Context: an optimization exercise on an open-source flow, tuned for small area. The choices shown serve that exercise and are no tape-out recipe. In this exercise RTL edits were held to simulation tests only and were not proved equivalent to the original. The flow treats the clock pin as an ideal source, which a real chip does not have. No activity file was given, so power comes from the tool's default toggle rates.

`flow/design.v`:
```
module all_modules
  (
  input TMBsig,
  input DTMBsig,
  input LAYERsig,
  input DTWHOLEsig,
  input RESET_INsig,
  input SIGM_INsig,
  input ID_INsig,
  input [1:0] XBAR_ADDRsig,
  input [5:0] AXsig,
  input [5:0] AYsig,
  input CEBsig,
  input RSTBsig,
  input WEBsig,
  input CMEBsig,
  input DINsig,
  input [63:0] CM_WLsig,
  input CD_TRANSsig,
  input [1:0] KERNEL_MODEsig,
  input [1:0] inputsig_control,
  input [11:0] inputsig_address,
  input [7:0] inputsig_id,
  input [63:0] inputsig_data_c,
  input [1:0] inputsig_xbar_address,
  input inputsig_data_w,
  input inputsig_flag,
  input [3:0] inputsig_sigmoid_threshold,
  input [1:0] inputsig_kernel_mode, 
  input inputsig_CD_trans,
  input CLK,
  input RESET,
  input [11:0] xb0_DO_CM, xb1_DO_CM, xb2_DO_CM, xb3_DO_CM,
  input xb0_DO_R, xb1_DO_R, xb2_DO_R, xb3_DO_R,
  output xb0_DIN, xb1_DIN, xb2_DIN, xb3_DIN,
  output [5:0] xb0_AX, xb1_AX, xb2_AX, xb3_AX,
  output [5:0] xb0_AY, xb1_AY, xb2_AY, xb3_AY,
  output xb0_WEB, xb1_WEB, xb2_WEB, xb3_WEB,
  output xb0_CMEB, xb1_CMEB, xb2_CMEB, xb3_CMEB,
  output [63:0] xb0_WL_CM, xb1_WL_CM, xb2_WL_CM, xb3_WL_CM,
  output xb0_CEB, xb1_CEB, xb2_CEB, xb3_CEB,
  output xb0_RSTB, xb1_RSTB, xb2_RSTB, xb3_RSTB,
  output reg [11:0] DO_CMpo,
  output reg DO_Rpo,
  output [7:0] output_id_2,
  output [63:0] output_data_c_2,
  output [1:0] output_control_2,
  output [11:0] output_address_2,
  output [1:0] output_xbar_address_2,
  output output_data_w_2,
  output output_data_r_2,
  output output_flag_2, 
  output [3:0] output_sigmoid_threshold_2
);
  localparam [1:0] COMPUTE = 2'b10, WRITE = 2'b01, READ = 2'b11, SLEEP = 2'b00;
  localparam [1:0] ENABLE = 2'b01, DISABLE = 2'b10;
  wire crst = RESET & ~DTMBsig;         
  wire rst  = RESET_INsig | crst;
  reg [6:0] cc;
  always @(negedge CLK)
    if (rst) cc <= 7'd0;
    else     cc <= cc + 7'd1;
  wire cc0 = (cc == 7'd0);
  reg [1:0] ic;
  always @(negedge CLK)
    if (rst) ic <= 2'd0;
    else     ic <= {ic[0], ~(ic[1] | ic[0])};
  wire ic0 = ~(ic[1] | ic[0]);
  wire ic1 = ic[0];
  wire ic2 = ic[1];
  reg [6:0] kc;
  reg kif, kff;
  wire [1:0] kms = DTMBsig ? KERNEL_MODEsig : inputsig_kernel_mode;
  always @(negedge CLK)
    if (rst) kc <= 7'd0;
    else if (kms == 2'b11) kc <= 7'd1;
    else if ((kms == 2'b00 && kc == 7'd8) || (kms == 2'b01 && kc == 7'd32) ||
             (kms == 2'b10 && kc == 7'd127)) kc <= 7'd0;
    else kc <= kc + 7'd1;
  always @(negedge CLK)
    if (rst) begin kif <= 1'b0; kff <= 1'b0; end
    else begin kif <= (kc == 7'd0); kff <= (kc != 7'd0); end
  reg [1:0]  i1_ctl;  reg [11:0] i1_addr; reg i1_w;
  reg [1:0]  i1_xb;   reg [3:0]  i1_sig;  reg i1_flag; reg [7:0] i1_id;
  reg        i1_cd;   reg [1:0]  i1_km;
  wire i1_tst = DTMBsig & ~RESET_INsig;
  wire i1_cpu = ~DTMBsig & ~RESET_INsig & ~RESET;
  wire [32:0] i1_tstv = {WEBsig, CMEBsig, AXsig, AYsig, DINsig, XBAR_ADDRsig, {4{SIGM_INsig}}, 1'b1,
                         7'b0, ID_INsig, CD_TRANSsig, KERNEL_MODEsig};
  wire [32:0] i1_cpuv = {inputsig_control, inputsig_address, inputsig_data_w, inputsig_xbar_address,
                         inputsig_sigmoid_threshold, inputsig_flag, inputsig_id, inputsig_CD_trans,
                         inputsig_kernel_mode};
  always @(negedge CLK)
    if (RESET_INsig | cc0)
      {i1_ctl, i1_addr, i1_w, i1_xb, i1_sig, i1_flag, i1_id, i1_cd, i1_km} <=
        (i1_tstv & {33{i1_tst}}) | (i1_cpuv & {33{i1_cpu}});
  reg [63:0] i1_datn;
  always @(negedge CLK)
    if (RESET_INsig | cc0)
      i1_datn <= ~((CM_WLsig & {64{i1_tst}}) | (inputsig_data_c & {64{i1_cpu}}));
  reg f1_fbf, f1_ifk, f1_ffk;
  reg [63:0] f1_Bn;    
  reg [3:0]  f1_brow;
  wire       a1_pflag;
  wire [63:0] a1_Pn;
  wire [3:0] a1_prow;
  always @(negedge CLK)
    if (rst) begin f1_fbf <= 1'b0; f1_ifk <= 1'b0; f1_ffk <= 1'b0; end
    else begin f1_fbf <= a1_pflag; f1_ifk <= kif; f1_ffk <= kff; end
  always @(negedge CLK) begin f1_Bn <= a1_Pn; f1_brow <= a1_prow; end
  wire FB1 = i1_cd ? f1_ffk : f1_fbf;
  wire IN1 = i1_cd ? f1_ifk : i1_flag;
  reg f1_ccb, f1_pw, f1_nw;
  reg [7:0] f1_nid;
  reg [1:0] f1_pen, f1_nen, f1_nctl, f1_pctl, f1_xctl;
  reg [3:0] f1_nrow;
  reg [63:0] f1_Nn;    
  always @(negedge CLK)
    if (RESET_INsig) begin
      f1_ccb <= 1'b0; f1_pw <= 1'b0; f1_nw <= 1'b0; f1_nid <= 8'd0; f1_pen <= DISABLE; f1_nen <= DISABLE;
      f1_nctl <= SLEEP; f1_nrow <= 4'd0; f1_pctl <= READ; f1_xctl <= READ;
    end else if (TMBsig) begin
      f1_ccb <= 1'b0; f1_nid <= 8'd0; f1_nctl <= SLEEP; f1_nrow <= 4'd0;
      if (XBAR_ADDRsig == 2'b00) begin
        f1_pw <= DINsig; f1_pen <= {CEBsig, RSTBsig}; f1_pctl <= {WEBsig, CMEBsig};
        f1_nw <= 1'b0;   f1_nen <= DISABLE;           f1_xctl <= READ;
      end else if (XBAR_ADDRsig == 2'b01) begin
        f1_pw <= 1'b0;   f1_pen <= DISABLE;           f1_pctl <= READ;
        f1_nw <= DINsig; f1_nen <= {CEBsig, RSTBsig}; f1_xctl <= {WEBsig, CMEBsig};
      end else begin
        f1_pw <= 1'b0;   f1_pen <= DISABLE;           f1_pctl <= READ;
        f1_nw <= 1'b0;   f1_nen <= DISABLE;           f1_xctl <= READ;
      end
    end else if (crst) begin
      f1_ccb <= 1'b0; f1_pw <= 1'b0; f1_nw <= 1'b0; f1_nid <= 8'd0; f1_pen <= DISABLE; f1_nen <= DISABLE;
      f1_nctl <= SLEEP; f1_nrow <= 4'd0; f1_pctl <= READ; f1_xctl <= READ;
    end else begin
      f1_pw <= i1_w; f1_nw <= i1_w;
      if (!FB1) begin
        f1_nrow <= 4'd0;
        if (IN1) begin
          f1_nctl <= i1_ctl;
          case (i1_ctl)
            COMPUTE:
              if (f1_nid != i1_id && !f1_ccb) begin
                f1_ccb <= 1'b1; f1_pen <= DISABLE; f1_nen <= DISABLE; f1_pctl <= READ; f1_xctl <= READ;
              end else if (f1_nid != i1_id) begin
                f1_ccb <= 1'b0; f1_nid <= i1_id; f1_pen <= ENABLE; f1_nen <= ENABLE;
                f1_pctl <= COMPUTE; f1_xctl <= COMPUTE;
              end else
                f1_ccb <= 1'b0;
            READ: begin
              f1_nid <= i1_id; f1_pctl <= READ; f1_xctl <= READ;
              f1_pen <= (i1_xb == 2'b00) ? ENABLE : DISABLE;
              f1_nen <= (i1_xb == 2'b01) ? ENABLE : DISABLE;
            end
            WRITE: begin
              f1_nid <= i1_id;
              f1_pctl <= (i1_xb == 2'b00) ? WRITE : READ;
              f1_xctl <= (i1_xb == 2'b01) ? WRITE : READ;
              f1_pen <= (i1_xb == 2'b00) ? ENABLE : DISABLE;
              f1_nen <= (i1_xb == 2'b01) ? ENABLE : DISABLE;
            end
            default: begin
              f1_pctl <= READ; f1_xctl <= READ; f1_pen <= DISABLE; f1_nen <= DISABLE;
            end
          endcase
        end else begin
          f1_nctl <= SLEEP; f1_pen <= DISABLE; f1_nen <= DISABLE; f1_pctl <= READ; f1_xctl <= READ;
        end
      end else begin
        f1_nctl <= COMPUTE; f1_pctl <= COMPUTE; f1_xctl <= COMPUTE;
        if (f1_ccb) begin
          f1_pen <= ENABLE; f1_nen <= ENABLE; f1_nrow <= f1_brow; f1_ccb <= 1'b0;
        end else if (f1_nrow != f1_brow) begin
          f1_pen <= DISABLE; f1_nen <= DISABLE; f1_ccb <= 1'b1;
        end else begin
          f1_pen <= ENABLE; f1_nen <= ENABLE; f1_ccb <= 1'b0;
        end
      end
    end
  wire [63:0] f1_m = ~((f1_Bn & {64{FB1}}) | (i1_datn & {64{~FB1}}));
  wire f1_nz = RESET_INsig | TMBsig | crst;
  always @(negedge CLK)
    if (f1_nz | FB1 | IN1) f1_Nn <= ~(f1_m & {64{~f1_nz}});
  reg [63:0] f1_Dn;    
  reg f1_dzp, f1_dzn;
  always @(negedge CLK) f1_Dn <= ~((CM_WLsig & {64{TMBsig}}) | (f1_m & {64{~TMBsig}}));
  always @(negedge CLK)
    if (RESET_INsig) begin f1_dzp <= 1'b1; f1_dzn <= 1'b1; end
    else if (TMBsig) begin f1_dzp <= (XBAR_ADDRsig != 2'b00); f1_dzn <= (XBAR_ADDRsig != 2'b01); end
    else begin f1_dzp <= crst; f1_dzn <= crst; end
  reg [7:0] f1_Ah;    
  reg [3:0] f1_Am;    
  reg f1_zhp, f1_zhn, f1_zmp, f1_zmn;
  always @(negedge CLK)
    if (RESET_INsig) begin
      f1_zhp <= 1'b1; f1_zhn <= 1'b1; f1_zmp <= 1'b1; f1_zmn <= 1'b1;
    end else if (TMBsig) begin
      {f1_Ah[7:2], f1_Am, f1_Ah[1:0]} <= {AXsig, AYsig};
      f1_zhp <= (XBAR_ADDRsig != 2'b00); f1_zmp <= (XBAR_ADDRsig != 2'b00);
      f1_zhn <= (XBAR_ADDRsig != 2'b01); f1_zmn <= (XBAR_ADDRsig != 2'b01);
    end else if (crst) begin
      f1_zhp <= 1'b1; f1_zhn <= 1'b1; f1_zmp <= 1'b1; f1_zmn <= 1'b1;
    end else if (FB1) begin
      f1_Am <= f1_brow; f1_zmp <= 1'b0; f1_zmn <= 1'b0;
    end else if (!IN1 || i1_ctl == READ || i1_ctl == WRITE) begin
      {f1_Ah[7:2], f1_Am, f1_Ah[1:0]} <= i1_addr;
      f1_zhp <= 1'b0; f1_zhn <= 1'b0; f1_zmp <= 1'b0; f1_zmn <= 1'b0;
    end else if (i1_ctl == COMPUTE) begin
      f1_zmp <= 1'b1; f1_zmn <= 1'b1;
    end
  wire [11:0] f1_paddr = {f1_Ah[7:2] & {6{~f1_zhp}}, f1_Am & {4{~f1_zmp}}, f1_Ah[1:0] & {2{~f1_zhp}}};
  wire [11:0] f1_naddr = {f1_Ah[7:2] & {6{~f1_zhn}}, f1_Am & {4{~f1_zmn}}, f1_Ah[1:0] & {2{~f1_zhn}}};
  reg [11:0] f1_nad; reg f1_ndw; reg [1:0] f1_nxb; reg [3:0] f1_nsig; reg f1_ncd; reg [1:0] f1_nkm;
  always @(negedge CLK)
    if (rst | IN1)
      {f1_nad, f1_ndw, f1_nxb, f1_nsig, f1_ncd, f1_nkm} <=
        {i1_addr, i1_w, i1_xb, i1_sig, i1_cd, i1_km} & {22{~rst}};
  function sigm;
    input [2:0] p, n;
    input [3:0] t;
    reg [3:0] s;
    begin
      s = {1'b0, p} - {1'b0, n};
      case ({s[3], t[3]})
        2'b00: sigm = (s[2:0] >= t[2:0]);
        2'b01: sigm = 1'b1;
        2'b11: sigm = (s[2:0] < t[2:0]);
        default: sigm = 1'b0;
      endcase
    end
  endfunction
  reg [1:0] a1_fctl; reg [63:0] a1_Fn; reg [1:0] a1_fxb; reg [3:0] a1_frow;
  reg a1_sr; reg [7:0] a1_fid; reg a1_fcd; reg [1:0] a1_fkm;
  always @(negedge CLK)
    if (rst) begin a1_fctl <= SLEEP; a1_fxb <= 2'd0; a1_fid <= 8'd0; end
    else begin a1_fctl <= f1_nctl; a1_fxb <= f1_nxb; a1_fid <= f1_nid; end
  always @(negedge CLK) begin
    a1_Fn <= f1_Nn; a1_frow <= f1_nrow; a1_fcd <= f1_ncd; a1_fkm <= f1_nkm;
    a1_sr <= (f1_nxb == 2'b00) ? xb0_DO_R : xb1_DO_R;
  end
  reg [3:0] a1_q0p, a1_q0n, a1_q2p, a1_q2n;
  wire [3:0] a1_R;
  genvar g;
  generate for (g = 0; g < 4; g = g + 1) begin : a1_col
    assign a1_R[g] = sigm({a1_q2p[g], xb0_DO_CM[g], a1_q0p[g]}, {a1_q2n[g], xb1_DO_CM[g], a1_q0n[g]}, f1_nsig);
  end endgenerate
  always @(negedge CLK) begin
    a1_q0p <= ic1 ? a1_R : xb0_DO_CM[3:0];
    a1_q0n <= xb1_DO_CM[3:0];
  end
  always @(negedge CLK)
    if (rst) begin a1_q2p <= 4'd0; a1_q2n <= 4'd0; end
    else if (ic2) begin a1_q2p <= xb0_DO_CM[3:0]; a1_q2n <= xb1_DO_CM[3:0]; end
  wire [3:0] a1_res = a1_q0p;     
  reg [3:0] a1_nowrow, a1_prow_r; reg a1_pflag_r, a1_oflag;
  reg [7:0] a1_oid;
  wire a1_done = (a1_oid == a1_fid) && (a1_frow == 4'd0) && a1_oflag;
  wire a1_new  = ((a1_frow != a1_nowrow) && (a1_nowrow != 4'hF)) || (a1_oid != a1_fid);
  always @(negedge CLK)
    if (rst) begin
      a1_nowrow <= 4'd0; a1_pflag_r <= 1'b0; a1_prow_r <= 4'd0; a1_oflag <= 1'b0;
    end else if (a1_fctl == COMPUTE) begin
      if (a1_done) begin
        a1_nowrow <= 4'd0; a1_pflag_r <= 1'b0; a1_prow_r <= 4'd0; a1_oflag <= 1'b1;
      end else if (a1_new) begin
        a1_nowrow <= a1_frow; a1_prow_r <= a1_frow; a1_pflag_r <= 1'b1; a1_oflag <= 1'b0;
      end else if (ic0) begin
        a1_nowrow <= a1_frow; a1_prow_r <= a1_frow; a1_pflag_r <= 1'b1; a1_oflag <= 1'b0;
      end else if (ic2) begin
        a1_nowrow <= a1_frow;
        if (a1_frow == 4'hF) begin a1_oflag <= 1'b1; a1_pflag_r <= 1'b0; a1_prow_r <= 4'd0; end
        else begin a1_oflag <= 1'b0; a1_pflag_r <= 1'b1; a1_prow_r <= a1_frow + 4'd1; end
      end
    end else begin
      a1_pflag_r <= 1'b0; a1_prow_r <= 4'd0;
      if (a1_fctl == READ || a1_fctl == WRITE) a1_oflag <= 1'b1;
    end
  assign a1_pflag = a1_pflag_r;
  assign a1_prow  = a1_prow_r;
  reg [255:0] a1_rf;
  reg [5:0] a1_rfi;
  always @(negedge CLK)
    if (rst) a1_rfi <= 6'd0;
    else if (ic2) a1_rfi <= a1_rfi + 6'd1;
  genvar e;
  generate for (e = 0; e < 64; e = e + 1) begin : a1_rfe
    always @(negedge CLK)
      if (rst || (ic2 && a1_rfi == e)) a1_rf[4*e+3:4*e] <= a1_res & {4{~rst}};
  end endgenerate
  wire [67:0]  a1_p32 = a1_rf[67:0] | a1_rf[99:32];
  wire [79:0]  a1_q64 = a1_rf[79:0] | a1_rf[143:64];
  wire [63:0]  a1_r64 = a1_rf[191:128] | a1_rf[255:192];
  wire [63:0]  a1_pool = (a1_fkm == 2'b00) ? (a1_p32[63:0] | a1_p32[67:4]) :
                         (a1_fkm == 2'b01) ? (a1_q64[63:0] | a1_q64[79:16]) :
                                             (a1_q64[63:0] | a1_r64);
  reg [1:0] a1_octl; reg [1:0] a1_oxb; reg a1_or;
  reg [63:0] a1_O, a1_Pr;   
  wire a1_wr = (a1_fctl == COMPUTE) && !a1_done && a1_new && ic2;
  always @(negedge CLK)
    if (rst) begin
      a1_oid <= 8'd0; a1_octl <= SLEEP; a1_oxb <= 2'd0; a1_or <= 1'b0;
    end else begin
      a1_oid <= a1_fid; a1_octl <= a1_fctl; a1_oxb <= a1_fxb;
      if (a1_fctl == READ && !a1_fxb[1]) a1_or <= a1_sr;
    end
  wire a1_oc1 = a1_fcd & ~rst;
  wire a1_oc2 = ~a1_fcd & ~rst;
  generate for (e = 0; e < 16; e = e + 1) begin : a1_og
    wire en = rst | (a1_wr & (a1_fcd ? (a1_fkm != 2'b11) : (a1_frow == e)));
    always @(negedge CLK)
      if (en) a1_O[4*e+3:4*e] <= (a1_pool[4*e+3:4*e] & {4{a1_oc1}}) | (a1_res & {4{a1_oc2}});
  end endgenerate
  always @(negedge CLK) a1_Pr <= a1_Fn;
  assign a1_Pn = a1_Pr;
  reg [11:0] s_addr; reg s_w; reg [3:0] s_sig;
  always @(negedge CLK)
    if (rst | (cc == 7'd126)) {s_addr, s_w, s_sig} <= {f1_nad, f1_ndw, f1_nsig} & {17{~rst}};
  reg [1:0]  i2_ctl;  reg [11:0] i2_addr; reg i2_w; reg i2_r;
  reg [1:0]  i2_xb;   reg [3:0]  i2_sig;  reg i2_flag; reg [7:0] i2_id;
  wire i2_tst = DTMBsig & ~DTWHOLEsig & LAYERsig & ~rst;
  wire i2_lay = ~(DTMBsig & ~DTWHOLEsig & LAYERsig) & ~rst;
  wire [29:0] i2_tstv = {WEBsig, CMEBsig, AXsig, AYsig, DINsig, XBAR_ADDRsig, {4{SIGM_INsig}}, 1'b1,
                         7'b0, ID_INsig};
  wire [29:0] i2_layv = {a1_octl, s_addr, s_w, a1_oxb, s_sig, a1_oflag, a1_oid};
  always @(negedge CLK)
    if (rst | cc0)
      {i2_ctl, i2_addr, i2_w, i2_xb, i2_sig, i2_flag, i2_id} <=
        (i2_tstv & {30{i2_tst}}) | (i2_layv & {30{i2_lay}});
  always @(negedge CLK)
    if (rst | (cc0 & ~(DTMBsig & ~DTWHOLEsig & LAYERsig))) i2_r <= a1_or & ~rst;
  reg [63:0] i2_datn;
  always @(negedge CLK)
    if (rst | cc0)
      i2_datn <= ~((CM_WLsig & {64{i2_tst}}) | (a1_O & {64{i2_lay}}));
  reg f2_fbf;
  reg [63:0] f2_Bn;
  reg [3:0]  f2_brow;
  wire       a2_pflag;
  wire [63:0] a2_Pn;
  wire [3:0] a2_prow;
  always @(negedge CLK)
    if (rst) f2_fbf <= 1'b0;
    else f2_fbf <= a2_pflag;
  always @(negedge CLK) begin f2_Bn <= a2_Pn; f2_brow <= a2_prow; end
  wire FB2 = f2_fbf;
  wire IN2 = i2_flag;
  reg f2_ccb, f2_pw, f2_nw;
  reg [7:0] f2_nid;
  reg [1:0] f2_pen, f2_nen, f2_nctl, f2_pctl, f2_xctl;
  reg [3:0] f2_nrow;
  reg [63:0] f2_Nn;
  always @(negedge CLK)
    if (RESET_INsig) begin
      f2_ccb <= 1'b0; f2_pw <= 1'b0; f2_nw <= 1'b0; f2_nid <= 8'd0; f2_pen <= DISABLE; f2_nen <= DISABLE;
      f2_nctl <= SLEEP; f2_nrow <= 4'd0; f2_pctl <= READ; f2_xctl <= READ;
    end else if (TMBsig) begin
      f2_ccb <= 1'b0; f2_nid <= 8'd0; f2_nctl <= SLEEP; f2_nrow <= 4'd0;
      if (XBAR_ADDRsig == 2'b10) begin
        f2_pw <= DINsig; f2_pen <= {CEBsig, RSTBsig}; f2_pctl <= {WEBsig, CMEBsig};
        f2_nw <= 1'b0;   f2_nen <= DISABLE;           f2_xctl <= READ;
      end else if (XBAR_ADDRsig == 2'b11) begin
        f2_pw <= 1'b0;   f2_pen <= DISABLE;           f2_pctl <= READ;
        f2_nw <= DINsig; f2_nen <= {CEBsig, RSTBsig}; f2_xctl <= {WEBsig, CMEBsig};
      end else begin
        f2_pw <= 1'b0;   f2_pen <= DISABLE;           f2_pctl <= READ;
        f2_nw <= 1'b0;   f2_nen <= DISABLE;           f2_xctl <= READ;
      end
    end else if (crst) begin
      f2_ccb <= 1'b0; f2_pw <= 1'b0; f2_nw <= 1'b0; f2_nid <= 8'd0; f2_pen <= DISABLE; f2_nen <= DISABLE;
      f2_nctl <= SLEEP; f2_nrow <= 4'd0; f2_pctl <= READ; f2_xctl <= READ;
    end else begin
      f2_pw <= i2_w; f2_nw <= i2_w;
      if (!FB2) begin
        f2_nrow <= 4'd0;
        if (IN2) begin
          f2_nctl <= i2_ctl;
          case (i2_ctl)
            COMPUTE:
              if (f2_nid != i2_id && !f2_ccb) begin
                f2_ccb <= 1'b1; f2_pen <= DISABLE; f2_nen <= DISABLE; f2_pctl <= READ; f2_xctl <= READ;
              end else if (f2_nid != i2_id) begin
                f2_ccb <= 1'b0; f2_nid <= i2_id; f2_pen <= ENABLE; f2_nen <= ENABLE;
                f2_pctl <= COMPUTE; f2_xctl <= COMPUTE;
              end else
                f2_ccb <= 1'b0;
            READ: begin
              f2_nid <= i2_id; f2_pctl <= READ; f2_xctl <= READ;
              f2_pen <= (i2_xb == 2'b10) ? ENABLE : DISABLE;
              f2_nen <= (i2_xb == 2'b11) ? ENABLE : DISABLE;
            end
            WRITE: begin
              f2_nid <= i2_id;
              f2_pctl <= (i2_xb == 2'b10) ? WRITE : READ;
              f2_xctl <= (i2_xb == 2'b11) ? WRITE : READ;
              f2_pen <= (i2_xb == 2'b10) ? ENABLE : DISABLE;
              f2_nen <= (i2_xb == 2'b11) ? ENABLE : DISABLE;
            end
            default: begin
              f2_pctl <= READ; f2_xctl <= READ; f2_pen <= DISABLE; f2_nen <= DISABLE;
            end
          endcase
        end else begin
          f2_nctl <= SLEEP; f2_pen <= DISABLE; f2_nen <= DISABLE; f2_pctl <= READ; f2_xctl <= READ;
        end
      end else begin
        f2_nctl <= COMPUTE; f2_pctl <= COMPUTE; f2_xctl <= COMPUTE;
        if (f2_ccb) begin
          f2_pen <= ENABLE; f2_nen <= ENABLE; f2_nrow <= f2_brow; f2_ccb <= 1'b0;
        end else if (f2_nrow != f2_brow) begin
          f2_pen <= DISABLE; f2_nen <= DISABLE; f2_ccb <= 1'b1;
        end else begin
          f2_pen <= ENABLE; f2_nen <= ENABLE; f2_ccb <= 1'b0;
        end
      end
    end
  wire [63:0] f2_m = ~((f2_Bn & {64{FB2}}) | (i2_datn & {64{~FB2}}));
  wire f2_nz = RESET_INsig | TMBsig | crst;
  always @(negedge CLK)
    if (f2_nz | FB2 | IN2) f2_Nn <= ~(f2_m & {64{~f2_nz}});
  reg [63:0] f2_Dn;    
  reg f2_dzp, f2_dzn;
  always @(negedge CLK) f2_Dn <= ~((CM_WLsig & {64{TMBsig}}) | (f2_m & {64{~TMBsig}}));
  always @(negedge CLK)
    if (RESET_INsig) begin f2_dzp <= 1'b1; f2_dzn <= 1'b1; end
    else if (TMBsig) begin f2_dzp <= (XBAR_ADDRsig != 2'b10); f2_dzn <= (XBAR_ADDRsig != 2'b11); end
    else begin f2_dzp <= crst; f2_dzn <= crst; end
  reg [7:0] f2_Ah;
  reg [3:0] f2_Am;
  reg f2_zhp, f2_zhn, f2_zmp, f2_zmn;
  always @(negedge CLK)
    if (RESET_INsig) begin
      f2_zhp <= 1'b1; f2_zhn <= 1'b1; f2_zmp <= 1'b1; f2_zmn <= 1'b1;
    end else if (TMBsig) begin
      {f2_Ah[7:2], f2_Am, f2_Ah[1:0]} <= {AXsig, AYsig};
      f2_zhp <= (XBAR_ADDRsig != 2'b10); f2_zmp <= (XBAR_ADDRsig != 2'b10);
      f2_zhn <= (XBAR_ADDRsig != 2'b11); f2_zmn <= (XBAR_ADDRsig != 2'b11);
    end else if (crst) begin
      f2_zhp <= 1'b1; f2_zhn <= 1'b1; f2_zmp <= 1'b1; f2_zmn <= 1'b1;
    end else if (FB2) begin
      f2_Am <= f2_brow; f2_zmp <= 1'b0; f2_zmn <= 1'b0;
    end else if (!IN2 || i2_ctl == READ || i2_ctl == WRITE) begin
      {f2_Ah[7:2], f2_Am, f2_Ah[1:0]} <= i2_addr;
      f2_zhp <= 1'b0; f2_zhn <= 1'b0; f2_zmp <= 1'b0; f2_zmn <= 1'b0;
    end else if (i2_ctl == COMPUTE) begin
      f2_zmp <= 1'b1; f2_zmn <= 1'b1;
    end
  wire [11:0] f2_paddr = {f2_Ah[7:2] & {6{~f2_zhp}}, f2_Am & {4{~f2_zmp}}, f2_Ah[1:0] & {2{~f2_zhp}}};
  wire [11:0] f2_naddr = {f2_Ah[7:2] & {6{~f2_zhn}}, f2_Am & {4{~f2_zmn}}, f2_Ah[1:0] & {2{~f2_zhn}}};
  reg [11:0] f2_nad; reg f2_ndw; reg [1:0] f2_nxb; reg [3:0] f2_nsig; reg f2_ndr;
  always @(negedge CLK)
    if (rst | IN2)
      {f2_nad, f2_ndw, f2_nxb, f2_nsig, f2_ndr} <= {i2_addr, i2_w, i2_xb, i2_sig, i2_r} & {20{~rst}};
  reg [1:0] a2_fctl; reg [63:0] a2_Fn; reg [3:0] a2_frow;
  reg a2_sr; reg [7:0] a2_fid;
  always @(negedge CLK)
    if (rst) begin
      a2_fctl <= SLEEP; a2_fid <= 8'd0;
    end else begin
      a2_fctl <= f2_nctl; a2_fid <= f2_nid;
    end
  reg [11:0] a2_old_ad; reg a2_old_w; reg [1:0] a2_old_xb; reg [3:0] a2_old_sig;
  always @(negedge CLK)
    if (cc == 7'd1) begin
      a2_old_ad <= f2_nad; a2_old_w <= f2_ndw; a2_old_xb <= f2_nxb; a2_old_sig <= f2_nsig;
    end
  wire cc23 = (cc[6:1] == 6'd1);
  always @(negedge CLK) begin
    a2_Fn <= f2_Nn; a2_frow <= f2_nrow;
    a2_sr <= (f2_nxb == 2'b10) ? xb2_DO_R : (f2_nxb == 2'b11) ? xb3_DO_R : f2_ndr;
  end
  reg [3:0] a2_q0p, a2_q0n, a2_q2p, a2_q2n;
  wire [3:0] a2_R;
  generate for (g = 0; g < 4; g = g + 1) begin : a2_col
    assign a2_R[g] = sigm({a2_q2p[g], xb2_DO_CM[g], a2_q0p[g]}, {a2_q2n[g], xb3_DO_CM[g], a2_q0n[g]}, f2_nsig);
  end endgenerate
  always @(negedge CLK) begin
    a2_q0p <= ic1 ? a2_R : xb2_DO_CM[3:0];
    a2_q0n <= xb3_DO_CM[3:0];
  end
  always @(negedge CLK)
    if (rst) begin a2_q2p <= 4'd0; a2_q2n <= 4'd0; end
    else if (ic2) begin a2_q2p <= xb2_DO_CM[3:0]; a2_q2n <= xb3_DO_CM[3:0]; end
  wire [3:0] a2_res = a2_q0p;
  reg [3:0] a2_nowrow, a2_prow_r; reg a2_pflag_r, a2_oflag;
  reg [7:0] a2_oid;
  wire a2_done = (a2_oid == a2_fid) && (a2_frow == 4'd0) && a2_oflag;
  wire a2_new  = ((a2_frow != a2_nowrow) && (a2_nowrow != 4'hF)) || (a2_oid != a2_fid);
  always @(negedge CLK)
    if (rst) begin
      a2_nowrow <= 4'd0; a2_pflag_r <= 1'b0; a2_prow_r <= 4'd0; a2_oflag <= 1'b0;
    end else if (a2_fctl == COMPUTE) begin
      if (a2_done) begin
        a2_nowrow <= 4'd0; a2_pflag_r <= 1'b0; a2_prow_r <= 4'd0; a2_oflag <= 1'b1;
      end else if (a2_new) begin
        a2_nowrow <= a2_frow; a2_prow_r <= a2_frow; a2_pflag_r <= 1'b1; a2_oflag <= 1'b0;
      end else if (ic0) begin
        a2_nowrow <= a2_frow; a2_prow_r <= a2_frow; a2_pflag_r <= 1'b1; a2_oflag <= 1'b0;
      end else if (ic2) begin
        a2_nowrow <= a2_frow;
        if (a2_frow == 4'hF) begin a2_oflag <= 1'b1; a2_pflag_r <= 1'b0; a2_prow_r <= 4'd0; end
        else begin a2_oflag <= 1'b0; a2_pflag_r <= 1'b1; a2_prow_r <= a2_frow + 4'd1; end
      end
    end else begin
      a2_pflag_r <= 1'b0; a2_prow_r <= 4'd0;
      if (a2_fctl == READ || a2_fctl == WRITE) a2_oflag <= 1'b1;
    end
  assign a2_pflag = a2_pflag_r;
  assign a2_prow  = a2_prow_r;
  reg [1:0] a2_octl; reg a2_or;
  reg [63:0] a2_O, a2_Pr;
  wire a2_wr = (a2_fctl == COMPUTE) && !a2_done && a2_new && ic2;
  always @(negedge CLK)
    if (rst) begin
      a2_oid <= 8'd0; a2_octl <= SLEEP; a2_or <= 1'b0;
    end else begin
      a2_oid <= a2_fid; a2_octl <= a2_fctl;
      if (a2_fctl == READ) a2_or <= a2_sr;
    end
  generate for (e = 0; e < 16; e = e + 1) begin : a2_og
    always @(negedge CLK)
      if (rst | (a2_wr & (a2_frow == e))) a2_O[4*e+3:4*e] <= a2_res & {4{~rst}};
  end endgenerate
  always @(negedge CLK) a2_Pr <= a2_Fn;
  assign a2_Pn = a2_Pr;
  always @(negedge CLK)
    if (TMBsig) begin
      case (XBAR_ADDRsig)
        2'b00: begin DO_Rpo <= xb0_DO_R; DO_CMpo <= xb0_DO_CM; end
        2'b01: begin DO_Rpo <= xb1_DO_R; DO_CMpo <= xb1_DO_CM; end
        2'b10: begin DO_Rpo <= xb2_DO_R; DO_CMpo <= xb2_DO_CM; end
        default: begin DO_Rpo <= xb3_DO_R; DO_CMpo <= xb3_DO_CM; end
      endcase
    end else if (DTMBsig) begin
      if (!LAYERsig && !DTWHOLEsig) begin
        DO_Rpo <= a1_or; DO_CMpo <= {a1_oid[0], a1_O[10:0]};
      end else begin
        DO_Rpo <= a2_or; DO_CMpo <= {a2_oid[0], a2_O[10:0]};
      end
    end
  assign xb0_DIN = f1_pw;            assign xb1_DIN = f1_nw;
  assign xb0_AX = f1_paddr[11:6];    assign xb1_AX = f1_naddr[11:6];
  assign xb0_AY = f1_paddr[5:0];     assign xb1_AY = f1_naddr[5:0];
  assign xb0_WEB = f1_pctl[1];       assign xb1_WEB = f1_xctl[1];
  assign xb0_CMEB = f1_pctl[0];      assign xb1_CMEB = f1_xctl[0];
  assign xb0_WL_CM = ~(f1_Dn | {64{f1_dzp}});
  assign xb1_WL_CM = ~(f1_Dn | {64{f1_dzn}});
  assign xb0_CEB = f1_pen[1];        assign xb1_CEB = f1_nen[1];
  assign xb0_RSTB = f1_pen[0];       assign xb1_RSTB = f1_nen[0];
  assign xb2_DIN = f2_pw;            assign xb3_DIN = f2_nw;
  assign xb2_AX = f2_paddr[11:6];    assign xb3_AX = f2_naddr[11:6];
  assign xb2_AY = f2_paddr[5:0];     assign xb3_AY = f2_naddr[5:0];
  assign xb2_WEB = f2_pctl[1];       assign xb3_WEB = f2_xctl[1];
  assign xb2_CMEB = f2_pctl[0];      assign xb3_CMEB = f2_xctl[0];
  assign xb2_WL_CM = ~(f2_Dn | {64{f2_dzp}});
  assign xb3_WL_CM = ~(f2_Dn | {64{f2_dzn}});
  assign xb2_CEB = f2_pen[1];        assign xb3_CEB = f2_nen[1];
  assign xb2_RSTB = f2_pen[0];       assign xb3_RSTB = f2_nen[0];
  assign output_id_2 = a2_oid;
  assign output_data_c_2 = a2_O;
  assign output_control_2 = a2_octl;
  assign output_address_2 = cc23 ? a2_old_ad : f2_nad;
  assign output_xbar_address_2 = cc23 ? a2_old_xb : f2_nxb;
  assign output_data_w_2 = cc23 ? a2_old_w : f2_ndw;
  assign output_data_r_2 = a2_or;
  assign output_flag_2 = a2_oflag;
  assign output_sigmoid_threshold_2 = cc23 ? a2_old_sig : f2_nsig;
endmodule
```
`flow/flow/run.sh`:
```
#!/bin/bash
# Layout flow: the standard flow (standard.sh), with two changes:
#  - the clock inverter that synthesis puts in front of the (falling-edge) registers is not
#    cloned next to every register; CTS buffers the inverted clock net instead
#  - ports are buffered with sky130_fd_sc_hd__buf_1
set -euo pipefail
HERE=$(pwd)
export PRE_CTS_TCL="$HERE/flow/pre_cts.tcl"
export BUFFER_PORTS_ARGS="${BUFFER_PORTS_ARGS_OVERRIDE:--buffer_cell sky130_fd_sc_hd__buf_1}"
bash standard.sh > "$HERE/standard_flow.log" 2>&1
```
`flow/flow/pre_cts.tcl`:
```
# Keep the single clock inverter: CTS then builds the tree on the inverted clock net.
proc repair_clock_inverters {args} {
  puts "repair_clock_inverters: skipped by the version's flow"
}
```
`flow/standard.sh`:
```
#!/bin/bash
# synth_recipe.tcl (not shown) runs the flow's synth.tcl, then flattens the netlist and writes it again
# the make line also repeats each setting of config.mk as NAME=value (left out here)
make -C /OpenROAD-flow-scripts/flow DESIGN_CONFIG=/design/flow/config.mk WORK_HOME=/design/flow/orfs CLKGATE_MAP_FILE= SYNTH_SCRIPT=/design/flow/synth_recipe.tcl "${@:-finish}"
```
`flow/config.mk`:
```
export PLATFORM = sky130hd
export DESIGN_NAME = all_modules
export DESIGN_NICKNAME = all_modules
export VERILOG_FILES = /design/flow/design.v
export SDC_FILE = /design/flow/constraint.sdc
export NUM_CORES = 4
export LEC_CHECK = 0
export CAP_MARGIN = 20
export CORE_MARGIN = 2
export CORE_UTILIZATION = 65
export CTS_CLUSTER_DIAMETER = 45
export CTS_CLUSTER_SIZE = 36
export PLACE_DENSITY = 0.75
export SLEW_MARGIN = 20
```
`flow/constraint.sdc`:
```
create_clock -name core_clock -period 10.0 [get_ports {CLK}]
set_input_delay 2.0000 -clock core_clock [delete_from_list [all_inputs] [get_ports {CLK}]]
set_output_delay 2.0000 -clock core_clock [all_outputs]
set_load 0.01 [all_outputs]
```
==> summary.md, run 1 <==
| Metric | Value |
|---|---|
| Status | `no timing/DRC/antenna violations` |
| Vias in the first global route | `37,300` |
| CTS tree | `done` |
| Yosys top cell by area | `edfxtp_1` |
| Max incr delay on CP | `around 0.55 ns` |
| Yosys warnings | `1` |
| Slew Limit Fails | `0` |
| Startpoint types | `register` |
| Fin util | `roughly three quarters` |
| Kind of critical path | `reg2out` |
| Cts bufs inserted | `138` |
| DP HPWL | `109,000 µm` |
| Most area-consuming cells after synthesis | `edfxtp_1, dfxtp_1, mux2i_1, nor2_1, a21oi_1` |
| DR vias | `~39,000` |
| Reg-to-reg slack, setup | `between 6 and 7 ns` |
| Layout cell share with drive strength beyond 1 | `between 7 and 8%` |
| Routed length per placed instance | `roughly 25 µm` |
| Final GP Congestion | `between 1 and 1.5` |
| Initial DRC Count | `4,975` |
| Switching part of the total | `between 20 and 30%` |
| Sequential power share | `~52%` |
| Hold Path Class | `reg2reg` |
| Hold_ws | `0.293 ns` |
| Cell Rows | `approximately 110` |
| Synth Register Bits | `about 1,500` |
| Worst Setup End Kind | `output port` |
| Final net count | `5,347` |
| CTS Hold Bufs | `0` |
| Slew headroom | `between 20% and 30%` |
| Internal Pwr Total | `between 0.01 and 0.015 W` |
| Req. time, crit path | `approximately 8 ns` |
| Port Buffers | `around 680` |
| Yosys cell types | `just under 70` |
| Hold Fails Final Rpt | `0` |
| Die area | `~89,000 µm²` |
| Vias per cell | `6.20` |
| Worst-path clk slew | `roughly 0.070 ns` |
| Core Box Area | `~85,000 µm²` |
| GRT Overall Usage | `between 30% and 40%` |
| Register area share after synthesis | `a little over two thirds` |
| Post-synth top area share | `between 40% and 50%` |
| Least-Margin Pin Slew | `1.15 ns` |
| Placed instance area | `about 60,000 µm²` |
| First-pass GRT wire length | `around 230,000 µm` |
| Clk Latency, worst-skew pair | `between 1 and 1.5 ns` |
| CTS Sinks | `1,540` |
| Commonest cells post-synth | `edfxtp_1, dfxtp_1, nor2_1, a21oi_1, nand2_1` |
| Max VDD drop | `0.198 mV` |
| Syn Area/Cell | `12.8 µm²` |
| Slowest stage cell, crit path | `or4_4` |
| FFs w/ async S/R, synth | `0%` |
| Syn_nets | `around 4,700` |
| Gr ovfl total | `0` |
| DIE WIDTH | `a little under 300 µm` |
| Final ANT Viol Nets | `0` |
| Clock share of power | `39.3%` |
| Final setup vio count | `0` |
| Top Ports | `676` |
| PwrDens | `220 nW/µm²` |
| Finished Layout Cells | `approximately 6,300` |
| Placed Instances | `about 6,000` |
| LEAKAGE | `23.5 nW` |
| RSZ-0062 raised after global routing | `false` |
| Syn Std Cell Area | `about 56,000 µm²` |
| Finished Cell Area | `64,800 µm²` |
| Area growth, synth to finish | `15.7%` |
| Combinational Power Share | `approximately 8.4%` |
| DRC viols | `0` |
| Drt pass-1 iters | `7` |
| Number of synthesized flops with an enable pin | `roughly 820` |
| Initial antenna violation count | `14` |
| Die extent in y | `~300 µm` |
| Crit path max fanout | `19` |
| Initial Utilization | `65.7%` |
| Most used DFF post-synth | `edfxtp_1` |
| Largest net degree at the start of global routing | `125` |
| Final Power | `between 0.01 and 0.015 W` |
| Critical-path cell list | `or4_4, nor2_4, nand2_4, buf_12, mux2_2, buf_2` |
| Most common cell in the netlist | `edfxtp_1` |
| Max-Cap Viols | `0` |
| DRT Wirelength | `between 150,000 and 200,000 µm` |
| Net switching power | `approximately 0.0036 W` |
| Syn Inst Count | `~4,400` |
| CP arrival | `approximately 7.9 ns` |
| Post-Route Skew | `0.0364 ns` |
## critical path, delay by kind of cell (launching register included)
| kind | cells | cell delay (ns) |
|---|---|---|
| AND/OR/NAND/NOR | 3 | 0.76 |
| flip-flops | 1 | 0.34 |
| buffers and inverters | 2 | 0.30 |
| multiplexers | 1 | 0.30 |
## layout make-up
class	instances	area (µm²)
Antenna cell	11	27.5
Clock buffer	168	3870
Clock inverter	87	1020
Fill cell	5423	20500
Inverter	92	350
Multi-Input combinational cell	2496	15800
Sequential cell	1540	39000
Tap cell	1144	1430
Timing Repair Buffer	753	3290
## final timing paths
check / startpoint / end / cells after the start
setup / recovery: cc[4] / output_address_2[10] / 6
hold / removal: a2_Pr[3] / f2_Bn[3] / 0
setup reg to reg: a1_fkm[1] / a1_O[52] / 7
hold reg to reg: a2_Pr[3] / f2_Bn[3] / 0
## cell families (layout without fill, tap and decap cells)
| group | Yosys count | count (layout) | share of synthesized area, % |
|---|---|---|---|
| AOI/OAI and AO/OA | 848 | 848 | 9.90 |
| xor gates and xnor gates | 69 | 69 | 1.08 |
| adders and majority gates | 82 | 82 | 1.94 |
| buffers and inverters | 348 | 1100 | 2.40 |
| DFF | 1540 | 1540 | 69.7 |
| muxes | 220 | 220 | 4.27 |
| other | 0 | 11 | 0 |
| and+or+nand+nor | 1277 | 1277 | 10.7 |
## layer usage
layer	up-vias	part of all wire (%)	track usage, %	wire [µm]
li1	17300	-	-	-
met1	18900	39	47.7	60900
met2	2381	46	54.2	72700
met3	462	11	8.36	16900
met4	8	4.4	14.7	6970
met5	-	0.035	0	55
## stage by stage
step	setup slack (ns)	TNS (ns)
5_1_grt	0.0170	0
4_1_cts	-0.00801	-0.0156
3_3_place_gp	0.851	0
6_report	0.110	0
3_5_place_dp	0.731	0
2_1_floorplan	0.0191	0
## flip-flops by register name, summed over array words and instances (netlist names), 64 cells and up
signal / count
a1_rf: 256
a1_Fn: 64
a1_O: 64
a1_Pr: 64
a2_Fn: 64
a2_O: 64
a2_Pr: 64
f1_Bn: 64
f1_Dn: 64
f1_Nn: 64
f2_Bn: 64
f2_Dn: 64
f2_Nn: 64
i1_datn: 64
i2_datn: 64
## power by group through the flow
stage	logic, W	clock network [W]	registers [W]
floorplan	0.000705	0.000919	0.00742
global placement	0.00113	0.000919	0.00755
detailed placement	0.00116	0.000919	0.00756
CTS	0.00117	0.00562	0.00743
global route	0.00129	0.00587	0.00747
finish	0.00120	0.00560	0.00744
## layout by cell type, fill, tap and decap left out, drive strengths merged, types with 27 or more instances in the layout
cell type	Yosys	layout
dfxtp	721	721
nand2	209	209
nor2b	130	130
nor3	173	173
or3	39	39
o21ai	178	178
a22oi	135	135
nand3	55	55
mux2i	185	185
a21oi	222	222
a211oi	67	67
buf	59	751
a21o	27	27
a22o	42	42
clkinv	1	37
xnor2	27	27
xor2	42	42
o31ai	59	59
edfxtp	819	819
a211o	63	63
and3	103	103
nor2	484	484
ha	74	74
clkbuf	197	170
inv	91	127
## timing repair
| item | 4_1_cts | 5_1_grt |
|---|---|---|
| resized for setup | 7 | 0 |
| pin swaps | 2 | 1 |
| setup endpoints to repair | 19 | 2 |
| buffers inserted | 1 | 0 |
==> run 2, diff against run 1 <==
--- a/flow/flow/run.sh
+++ b/flow/flow/run.sh
@@ -8,3 +8,4 @@
 export PRE_CTS_TCL="$HERE/flow/pre_cts.tcl"
 export BUFFER_PORTS_ARGS="${BUFFER_PORTS_ARGS_OVERRIDE:--buffer_cell sky130_fd_sc_hd__buf_1}"
+export CTS_ARGS="-sink_clustering_enable -repair_clock_nets -sink_clustering_size 30 -sink_clustering_max_diameter 65 -dont_use_dummy_load"
 bash standard.sh > "$HERE/standard_flow.log" 2>&1
--- a/flow/config.mk
+++ b/flow/config.mk
@@ -9,6 +9,4 @@
 export CORE_MARGIN = 2
 export CORE_UTILIZATION = 65
-export CTS_CLUSTER_DIAMETER = 45
-export CTS_CLUSTER_SIZE = 36
 export PLACE_DENSITY = 0.75
 export SLEW_MARGIN = 20
==> run 2 against run 1 <==
Compared with the run above: combinational power about the same; cell area decreased by 4.8%; sequential share of layout area up 3.0 points; non-clock buffer count is the same; clock-buffer cell count decreased by 96; register-to-register slack gained 0.02 ns; flip-flop and latch count stayed put; global-route usage down 1.1 points; die area did not move; clock skew rose by 0.031 ns; worst hold slack got worse by 0.020 ns; cell count fell by 3.0%; largest power group unchanged.
==> summary.md, run 2 <==
| Metric | Value |
|---|---|
| Worst-path clk slew | `0.10 ns` |
| Placed Instances | `roughly 6,000` |
| Largest net degree at the start of global routing | `between 100 and 150` |
| Leading cell type in the layout, fill and taps excluded | `edfxtp_1` |
| Syn Inst Count | `~4,400` |
| Die area | `a little under 90,000 µm²` |
| Core Box Area | `approximately 85,000 µm²` |
| Register with the most flip-flops | `a1_rf` |
| Commonest cells post-synth | `edfxtp_1, dfxtp_1, nor2_1, a21oi_1, nand2_1` |
| Layout cell share with drive strength beyond 1 | `~4.7%` |
| DRC viols | `0` |
| Cell Rows | `approximately 110` |
| Final GP Congestion | `approximately 1.0` |
| Post-synth top area share | `a little over two fifths` |
| First-pass GRT wire length | `226,000 µm` |
| DR vias | `around 38,000` |
| CTS Hold Bufs | `0` |
| Most area-consuming cells after synthesis | `edfxtp_1, dfxtp_1, mux2i_1, nor2_1, a21oi_1` |
| Initial antenna violation count | `10` |
| CP arrival | `a little under 8 ns` |
| Initial Utilization | `approximately two thirds` |
| Yosys warnings | `1` |
| Final ANT Viol Nets | `0` |
| Port Buffers | `around 680` |
| Finished Layout Cells | `about 6,100` |
| Fillers | `5,827` |
| Clk Latency, worst-skew pair | `roughly 1.0 ns` |
| Gr ovfl total | `0` |
| Most used DFF post-synth | `edfxtp_1` |
| Critical-path cell list | `or4_1, nor2_2, nand2_4, buf_12, mux2_2, buf_1` |
| Initial DRC Count | `roughly 5,100` |
| Slew Limit Fails | `0` |
| Cts bufs inserted | `72` |
| RSZ-0062 raised after global routing | `false` |
| Post-Route Skew | `between 0.06 and 0.07 ns` |
| DRT Wirelength | `about 150,000 µm` |
| Number of synthesized flops with an enable pin | `approximately 820` |
| Max-Cap Viols | `0` |
| Setup TNS | `0 ns` |
| PwrDens | `between 150 and 200 nW/µm²` |
| Final setup vio count | `0` |
| CTS Sinks | `1,540` |
| Final net count | `5,281` |
| Worst Setup End Kind | `output port` |
| Slew headroom | `approximately 26%` |
| LEAKAGE | `between 20 and 25 nW` |
| Syn Std Cell Area | `about 56,000 µm²` |
| Max incr delay on CP | `roughly 0.52 ns` |
| Yosys top cell by area | `edfxtp_1` |
| Least-Margin Pin Slew | `~1.1 ns` |
| Highest-count cells in the layout ignoring fill and taps | `edfxtp_1, dfxtp_1, buf_1` |
| Max VDD drop | `around 0.16 mV` |
| Startpoint types | `register` |
| Crit path max fanout | `19` |
| Hold Path Class | `reg2reg` |
| Area growth, synth to finish | `10.2%` |
| CTS tree | `done` |
| Top Ports | `approximately 680` |
| DP HPWL | `approximately 110,000 µm` |
| Die extent in y | `about 300 µm` |
| Hold Fails Final Rpt | `0` |
| Req. time, crit path | `~8 ns` |
| Largest register FFs | `256` |
| Kind of critical path | `reg2out` |
| Vias per cell | `between 6 and 7` |
| Status | `no timing/DRC/antenna violations` |
| FFs w/ async S/R, synth | `0%` |
| Drt pass-1 iters | `6` |
| Register area share after synthesis | `a little over two thirds` |
| Synth Register Bits | `1,540` |
| DIE WIDTH | `around 300 µm` |
| Syn Area/Cell | `about 13 µm²` |
| Vias in the first global route | `35,800` |
| Yosys cell types | `around 70` |
| Syn_nets | `between 4,000 and 5,000` |
| Routed length per placed instance | `roughly 25 µm` |
| GRT Overall Usage | `around 34%` |
| Most common cell in the netlist | `edfxtp_1` |
| Slowest stage cell, crit path | `or4_1` |
==> run 2: cell counts after synthesis <==
Identical to the previous run, type by type.
==> run 2: cell type report <==
cell class	instances	area (µm²)	area share, %
flip-flops and latches	1540	39000	63.3
multi-input cells	2496	15800	25.6
repair buffers	753	3290	5.33
clock buffers	72	1800	2.92
well taps	1144	1430	2.32
inverters	92	350	0.568
diodes	6	15.0	0.0243
==> run 2: what timing repair did <==
action,in CTS,in global routing
pin swaps,1,0
endpoints found under the hold margin,0,0
setup buffers,1,0
cloned,0,0
resized for setup,1,1
setup endpoints to repair,19,15
==> run 2: through the flow <==
step | total power (W) | util [%] | setup slack [ns] | instance area [µm²] | hold slack [ns]
6_report | 0.0117 | 72.4 | 0.206 | 61700 | 0.272
5_1_grt | 0.0121 | 72.3 | 0.0520 | 61700 | 0.284
2_1_floorplan | 0.00904 | - | 0.0191 | 56000 | 0.310
3_3_place_gp | 0.00960 | 70.2 | 0.851 | 59800 | 0.310
3_5_place_dp | 0.00964 | 70.2 | 0.731 | 59800 | 0.312
4_1_cts | 0.0117 | 72.3 | 0.000750 | 61700 | 0.282
==> run 2: layer usage <==
metal | up-vias | GRT usage, % | routed length, µm
met2 | 2178 | 52.4 | 70100
met3 | 366 | 6.54 | 15600
li1 | 16900 | - | -
met4 | 12 | 13.3 | 6440
met1 | 18500 | 47.6 | 60800
met5 | - | 0 | 67
==> run 2: critical path, delay by kind of cell (launching register included) <==
kind                   cells  cell delay, ns
AND/OR/NAND/NOR            3            0.79
multiplexers               1            0.31
buffers and inverters      2            0.30
flip-flops                 1            0.35
==> run 2: final timing paths <==
| path | from | endpoint | slack [ns] | cells after the start |
|---|---|---|---|---|
| worst min-delay path | f2_Nn[55] | a2_Fn[55] | 0.27 | 0 |
| worst min register to register | f2_Nn[55] | a2_Fn[55] | 0.27 | 0 |
| worst max register to register | f2_fbf | f2_Nn[48] | 6.99 | 4 |
| worst max-delay path | cc[2] | output_address_2[5] | 0.21 | 6 |
==> run 2: logic make-up after synthesis <==
logic type / Yosys count / synth area share [%]
flops: 1540 / 69.7
buf+inv: 348 / 2.40
xor+xnor: 69 / 1.08
mux: 220 / 4.27
fa+ha+maj: 82 / 1.94
simple gates: 1277 / 10.7
compound gates: 848 / 9.90
==> run 2: power by group <==
group	total (W)	leakage, nW	switching (W)	internal, W
clock network	0.00312	0.893	0.00183	0.00129
logic	0.00119	7.09	0.000801	0.000385
registers	0.00743	14.0	0.000297	0.00713
total	0.0117	22.0	0.00293	0.00881
==> run 3, diff against run 2 <==
--- a/flow/flow/run.sh
+++ b/flow/flow/run.sh
@@ -8,4 +8,3 @@
 export PRE_CTS_TCL="$HERE/flow/pre_cts.tcl"
 export BUFFER_PORTS_ARGS="${BUFFER_PORTS_ARGS_OVERRIDE:--buffer_cell sky130_fd_sc_hd__buf_1}"
-export CTS_ARGS="-sink_clustering_enable -repair_clock_nets -sink_clustering_size 30 -sink_clustering_max_diameter 65 -dont_use_dummy_load"
 bash standard.sh > "$HERE/standard_flow.log" 2>&1
--- a/flow/config.mk
+++ b/flow/config.mk
@@ -9,4 +9,6 @@
 export CORE_MARGIN = 2
 export CORE_UTILIZATION = 65
+export CTS_CLUSTER_DIAMETER = 60
+export CTS_CLUSTER_SIZE = 28
 export PLACE_DENSITY = 0.75
 export SLEW_MARGIN = 20
==> run 3 against run 2 <==
Compared with the run above: largest cell class unchanged; clock-buffer cell count up 36; power rose by 7.6%; still clean on timing, DRC and antenna; cell count grew 1.4%; critical path type unchanged; clock power rose by 29%; synthesized cell count unchanged.
==> summary.md, run 3 <==
| Metric | Value |
|---|---|
| Status | `no timing/DRC/antenna violations` |
| Synth Register Bits | `1,540` |
| DR vias | `between 30,000 and 40,000` |
| Syn Std Cell Area | `roughly 56,000 µm²` |
| Leading cell type in the layout, fill and taps excluded | `edfxtp_1` |
| Max incr delay on CP | `about 0.52 ns` |
| PwrDens | `201 nW/µm²` |
| Final setup vio count | `0` |
| DIE WIDTH | `approximately 300 µm` |
| DRT Wirelength | `~150,000 µm` |
| Max-Cap Viols | `0` |
| DP HPWL | `about 110,000 µm` |
| Core Box Area | `~85,000 µm²` |
| Final GP Congestion | `roughly 1.0` |
| Worst-path clk slew | `roughly 0.10 ns` |
| Vias per cell | `roughly 6.2` |
| Most area-consuming cells after synthesis | `edfxtp_1, dfxtp_1, mux2i_1, nor2_1, a21oi_1` |
| Sequential power share | `between 50% and 60%` |
| Net switching power | `about 0.0033 W` |
| First-pass GRT wire length | `between 200,000 and 250,000 µm` |
| Final ANT Viol Nets | `0` |
| CTS tree | `done` |
| Startpoint types | `register` |
| Post-Route Skew | `0.0400 ns` |
| Vias in the first global route | `around 36,000` |
| Setup TNS | `0 ns` |
| Register with the most flip-flops | `a1_rf` |
| Hold Path Class | `reg2reg` |
| RSZ-0062 raised after global routing | `false` |
| Layout cell share with drive strength beyond 1 | `between 5 and 6%` |
| Slowest stage cell, crit path | `or4_1` |
| Highest-count cells in the layout ignoring fill and taps | `edfxtp_1, dfxtp_1, buf_1` |
| Req. time, crit path | `approximately 8.0 ns` |
| Clock share of power | `between 30% and 40%` |
| Hold Fails Final Rpt | `0` |
| Worst Setup End Kind | `output port` |
| Slew Limit Fails | `0` |
| CTS Sinks | `about 1,500` |
| Commonest cells post-synth | `edfxtp_1, dfxtp_1, nor2_1, a21oi_1, nand2_1` |
| Clk Latency, worst-skew pair | `1.08 ns` |
| Area growth, synth to finish | `12.3%` |
| CP arrival | `7.84 ns` |
| Yosys cell types | `between 60 and 70` |
| Crit path max fanout | `19` |
| Final net count | `~5,300` |
| Yosys top cell by area | `edfxtp_1` |
| Gr ovfl total | `0` |
| Least-Margin Pin Slew | `1.11 ns` |
| Max VDD drop | `between 0.15 and 0.2 mV` |
| LEAKAGE | `about 23 nW` |
| GRT Overall Usage | `34.1%` |
| Cell Rows | `~110` |
| Die area | `88,500 µm²` |
| Combinational Power Share | `under 10%` |
| Kind of critical path | `reg2out` |
| FFs w/ async S/R, synth | `0%` |
| Cts bufs inserted | `85` |
| Critical-path cell list | `or4_1, nor2_2, nand2_4, buf_12, mux2_2, buf_1` |
| Die extent in y | `~300 µm` |
| Post-synth top area share | `between 40% and 50%` |
| Internal Pwr Total | `between 0.009 and 0.01 W` |
| Initial DRC Count | `around 4,900` |
| Largest register FFs | `about 260` |
| Syn_nets | `4,710` |
| Port Buffers | `just under 700` |
| Syn Area/Cell | `approximately 13 µm²` |
| CTS Hold Bufs | `0` |
| Initial Utilization | `approximately 66%` |
| Most common cell in the netlist | `edfxtp_1` |
| Routed length per placed instance | `around 25 µm` |
| Register area share after synthesis | `about 70%` |
| Slew headroom | `between 20 and 30%` |
| Switching part of the total | `a little over a quarter` |
| Initial antenna violation count | `9` |
| Number of synthesized flops with an enable pin | `819` |
| Top Ports | `around 680` |
| Syn Inst Count | `about 4,400` |
| Most used DFF post-synth | `edfxtp_1` |
| Yosys warnings | `1` |
| Drt pass-1 iters | `7` |
| DRC viols | `0` |
| Final Power | `roughly 0.013 W` |
| Largest net degree at the start of global routing | `~130` |
## run 3: kinds of logic after synthesis
family / synth area share [%]
AO/OA/AOI/OAI: 9.90
XOR/XNOR: 1.08
adder cells (fa/ha/maj): 1.94
buffers and inverters: 2.40
flip-flops: 69.7
multiplexers: 4.27
AND/OR/NAND/NOR: 10.7
## run 3: what timing repair did
action | CTS | global route
gates resized for setup | 2 | 0
setup buffers | 1 | 0
setup endpoints to repair | 19 | 0
## run 3: final timing paths
path            start                  end  slack, ns  depth (start not counted)
max reg2reg     i1_cd             f1_Ah[4]       6.99                          4
min reg2reg  a1_Fn[9]             a1_Pr[9]       0.32                          0
max             cc[2]  output_address_2[5]       0.16                          6
min          a1_Fn[9]             a1_Pr[9]       0.32                          0
## run 3: power by group through the flow
stage	Combinational (W)	Clock (W)	Sequential, W
6_report	0.00119	0.00401	0.00743
5_1_grt	0.00128	0.00425	0.00746
4_1_cts	0.00117	0.00403	0.00742
3_5_place_dp	0.00116	0.000919	0.00756
3_3_place_gp	0.00113	0.000919	0.00755
2_1_floorplan	0.000705	0.000919	0.00742
## run 3: layer usage
layer / up-vias / global-route usage, % / share of wire, %
met1: 18600 / 47.7 / 40
met2: 2142 / 52.8 / 46
li1: 17100 / - / -
met5: - / 0 / 0.017
met3: 403 / 6.80 / 10
met4: 4 / 13.6 / 4.2
## run 3: through the flow
step,setup WS (ns),cell area (µm²),utilization [%],std cells,hold WS (ns)
2_1_floorplan,0.0191,56000,-,4384,0.310
3_3_place_gp,0.851,59800,70.2,6024,0.310
3_5_place_dp,0.731,59800,70.2,6024,0.312
4_1_cts,0.0562,62800,73.7,6181,0.325
5_1_grt,0.0485,62900,73.7,6186,0.326
6_report,0.159,62900,73.7,6190,0.321
## run 3: worst max-delay path: cells and delay by family, from the launching register on
kind	cells	cell delay [ns]
DFF	1	0.36
muxes	1	0.31
and+or+nand+nor	3	0.79
buffers and inverters	2	0.29
## run 3: final cells by class
| type | instances | area, µm² |
|---|---|---|
| Sequential cell | 1540 | 39000 |
| Fill cell | 5652 | 22400 |
| Multi-Input combinational cell | 2496 | 15800 |
| Timing Repair Buffer | 753 | 3290 |
| Clock buffer | 108 | 2360 |
| Tap cell | 1144 | 1430 |
| Clock inverter | 48 | 604 |
| Inverter | 92 | 350 |
| Antenna cell | 9 | 22.5 |
==> run 4, diff against run 3 <==
--- a/flow/flow/run.sh
+++ b/flow/flow/run.sh
@@ -8,3 +8,4 @@
 export PRE_CTS_TCL="$HERE/flow/pre_cts.tcl"
 export BUFFER_PORTS_ARGS="${BUFFER_PORTS_ARGS_OVERRIDE:--buffer_cell sky130_fd_sc_hd__buf_1}"
+export CTS_ARGS="-sink_clustering_enable -repair_clock_nets -sink_clustering_size 10 -sink_clustering_max_diameter 40 -buf_list sky130_fd_sc_hd__clkbuf_4 -dont_use_dummy_load"
 bash standard.sh > "$HERE/standard_flow.log" 2>&1
--- a/flow/config.mk
+++ b/flow/config.mk
@@ -9,6 +9,4 @@
 export CORE_MARGIN = 2
 export CORE_UTILIZATION = 65
-export CTS_CLUSTER_DIAMETER = 60
-export CTS_CLUSTER_SIZE = 28
 export PLACE_DENSITY = 0.75
 export SLEW_MARGIN = 20
==> run 4 against run 3 <==
Compared with the run above: the layout now fails its checks (setup timing); power decreased by 10%; die area unchanged; clock-buffer cell count increased by 74; combinational power about the same; largest cell class unchanged.
==> summary.md, run 4 <==
| Metric | Value |
|---|---|
| Commonest cells post-synth | `edfxtp_1, dfxtp_1, nor2_1, a21oi_1, nand2_1` |
| Hold Path Class | `reg2reg` |
| First-pass GRT wire length | `approximately 230,000 µm` |
| Syn_nets | `roughly 4,700` |
| Hold_ws | `0.252 ns` |
| Vias per cell | `6.19` |
| Initial Utilization | `between 60% and 70%` |
| Die area | `about 90,000 µm²` |
| DR vias | `~39,000` |
| Largest register FFs | `approximately 260` |
| Kind of critical path | `reg2out` |
| Crit path max fanout | `19` |
| Yosys cell types | `around 70` |
| Hold Fails Final Rpt | `0` |
| PwrDens | `~180 nW/µm²` |
| GRT Overall Usage | `between 30% and 40%` |
| Syn Area/Cell | `~13 µm²` |
| Most used DFF post-synth | `edfxtp_1` |
| Final ANT Viol Nets | `0` |
| CTS tree | `done` |
| Highest-count cells in the layout ignoring fill and taps | `edfxtp_1, dfxtp_1, buf_1` |
| Port Buffers | `675` |
| Cts bufs inserted | `roughly 180` |
| Core Box Area | `approximately 85,000 µm²` |
| DRT Wirelength | `roughly 150,000 µm` |
| Final net count | `~5,400` |
| Req. time, crit path | `8.00 ns` |
| DP HPWL | `around 110,000 µm` |
| Most common cell in the netlist | `edfxtp_1` |
| Largest delay share family, worst path | `simple AND/OR/NAND/NOR gates` |
| Worst-path clk slew | `roughly 0.1 ns` |
| Routed length per placed instance | `24.8 µm` |
| Max-Cap Viols | `0` |
| Syn Std Cell Area | `56,000 µm²` |
| Final Power | `0.0113 W` |
| Yosys top cell by area | `edfxtp_1` |
| Register area share after synthesis | `between 60% and 70%` |
| FFs w/ async S/R, synth | `0%` |
| Drt pass-1 iters | `6` |
| Clk Latency, worst-skew pair | `between 1 and 1.5 ns` |
| Gr ovfl total | `0` |
| Number of synthesized flops with an enable pin | `roughly 820` |
| Initial antenna violation count | `15` |
| Final setup vio count | `19` |
| Die extent in y | `298 µm` |
| PnR worst setup slack | `-0.134 ns` |
| DRC viols | `0` |
| Post-synth top area share | `between 40% and 50%` |
| Max incr delay on CP | `about 0.54 ns` |
| Largest net degree at the start of global routing | `125` |
| Worst Setup End Kind | `output port` |
| Post-Route Skew | `between 0.1 and 0.15 ns` |
| Top Ports | `slightly below 700` |
| CTS Hold Bufs | `0` |
| DIE WIDTH | `roughly 300 µm` |
| Synth Register Bits | `1,540` |
| Slowest stage cell, crit path | `or4_4` |
| SO Faults | `setup timing` |
| Fillers | `approximately 5,900` |
| Yosys warnings | `1` |
| Area growth, synth to finish | `9.60%` |
| Least-Margin Pin Slew | `~1.1 ns` |
| Vias in the first global route | `around 37,000` |
| Cell Rows | `107` |
| WP buf/inv | `2` |
| Initial DRC Count | `~4,800` |
| Slew headroom | `between 20 and 30%` |
| CP arrival | `8.13 ns` |
| LEAKAGE | `about 22 nW` |
| Status | `complete, but fails checks` |
| CTS Sinks | `1,540` |
| Leading cell type in the layout, fill and taps excluded | `edfxtp_1` |
| RSZ-0062 raised after global routing | `true` |
| Syn Inst Count | `4,384` |
| Most area-consuming cells after synthesis | `edfxtp_1, dfxtp_1, mux2i_1, nor2_1, a21oi_1` |
| Max VDD drop | `0.120 mV` |
| Critical-path cell list | `or4_4, nor2_4, nand2_4, buf_12, mux2_4, buf_6` |
| Register with the most flip-flops | `a1_rf` |
| Startpoint types | `register` |
| Layout cell share with drive strength beyond 1 | `7.24%` |
| Slew Limit Fails | `0` |
| Final GP Congestion | `around 1.0` |
==> run 4: worst paths after layout <==
check / startpoint / slack [ns] / to / cells after the start
setup / recovery: cc[4] / -0.13 / output_address_2[5] / 6
hold / removal: a2_Pr[3] / 0.25 / f2_Bn[3] / 0
setup reg to reg: i1_cd / 7.02 / f1_Ah[1] / 4
hold reg to reg: a2_Pr[3] / 0.25 / f2_Bn[3] / 0
==> run 4: cell type report <==
class / count / area (µm²) / area share [%]
antenna: 17 / 42.5 / 0.0693
clock buffer: 182 / 1370 / 2.23
tap: 1144 / 1430 / 2.33
multi-input combinational: 2496 / 15800 / 25.7
sequential: 1540 / 39100 / 63.6
timing repair buffer: 757 / 3360 / 5.47
inverter: 92 / 350 / 0.571
==> run 4: logic make-up after synthesis <==
group / count (synthesis) / synth area share [%]
XOR/XNOR: 69 / 1.08
AND/OR/NAND/NOR: 1277 / 10.7
flip-flops: 1540 / 69.7
AO/OA/AOI/OAI: 848 / 9.90
adder cells (fa/ha/maj): 82 / 1.94
buffers and inverters: 348 / 2.40
multiplexers: 220 / 4.27
==> run 4: power by group <==
part	internal (W)	switching, W	total (W)
clock	0.000836	0.00187	0.00271
combinational	0.000389	0.000803	0.00119
sequential	0.00713	0.000295	0.00743
total	0.00836	0.00297	0.0113
==> run 4: stage by stage <==
step | worst slack, ns | utilization [%] | cells | cell area [µm²] | TNS, ns
after detailed placement | 0.731 | 70.2 | 6024 | 59800 | 0
after global placement | 0.851 | 70.2 | 6024 | 59800 | 0
after CTS | -0.380 | 71.9 | 6209 | 61300 | -6.47
after global routing | -0.300 | 72.0 | 6225 | 61400 | -5.07
final | -0.134 | 72.0 | 6228 | 61400 | -1.81
after floorplan | 0.0191 | - | 4384 | 56000 | 0
==> run 4: repair_timing <==
item                       in CTS  in global routing
pin swaps                       2                  1
buffers inserted                3                  2
gates resized for setup        14                 16
setup endpoints to repair     145                 22
==> run 4: routing by layer <==
metal  track usage [%]  vias up  part of all wire, %
li1                  -    17200                    -
met1              47.6    18500                   39
met2              51.7     2390                   45
met3              7.58      439                   11
met4              16.0        8                  4.5
met5                 0        -                0.034
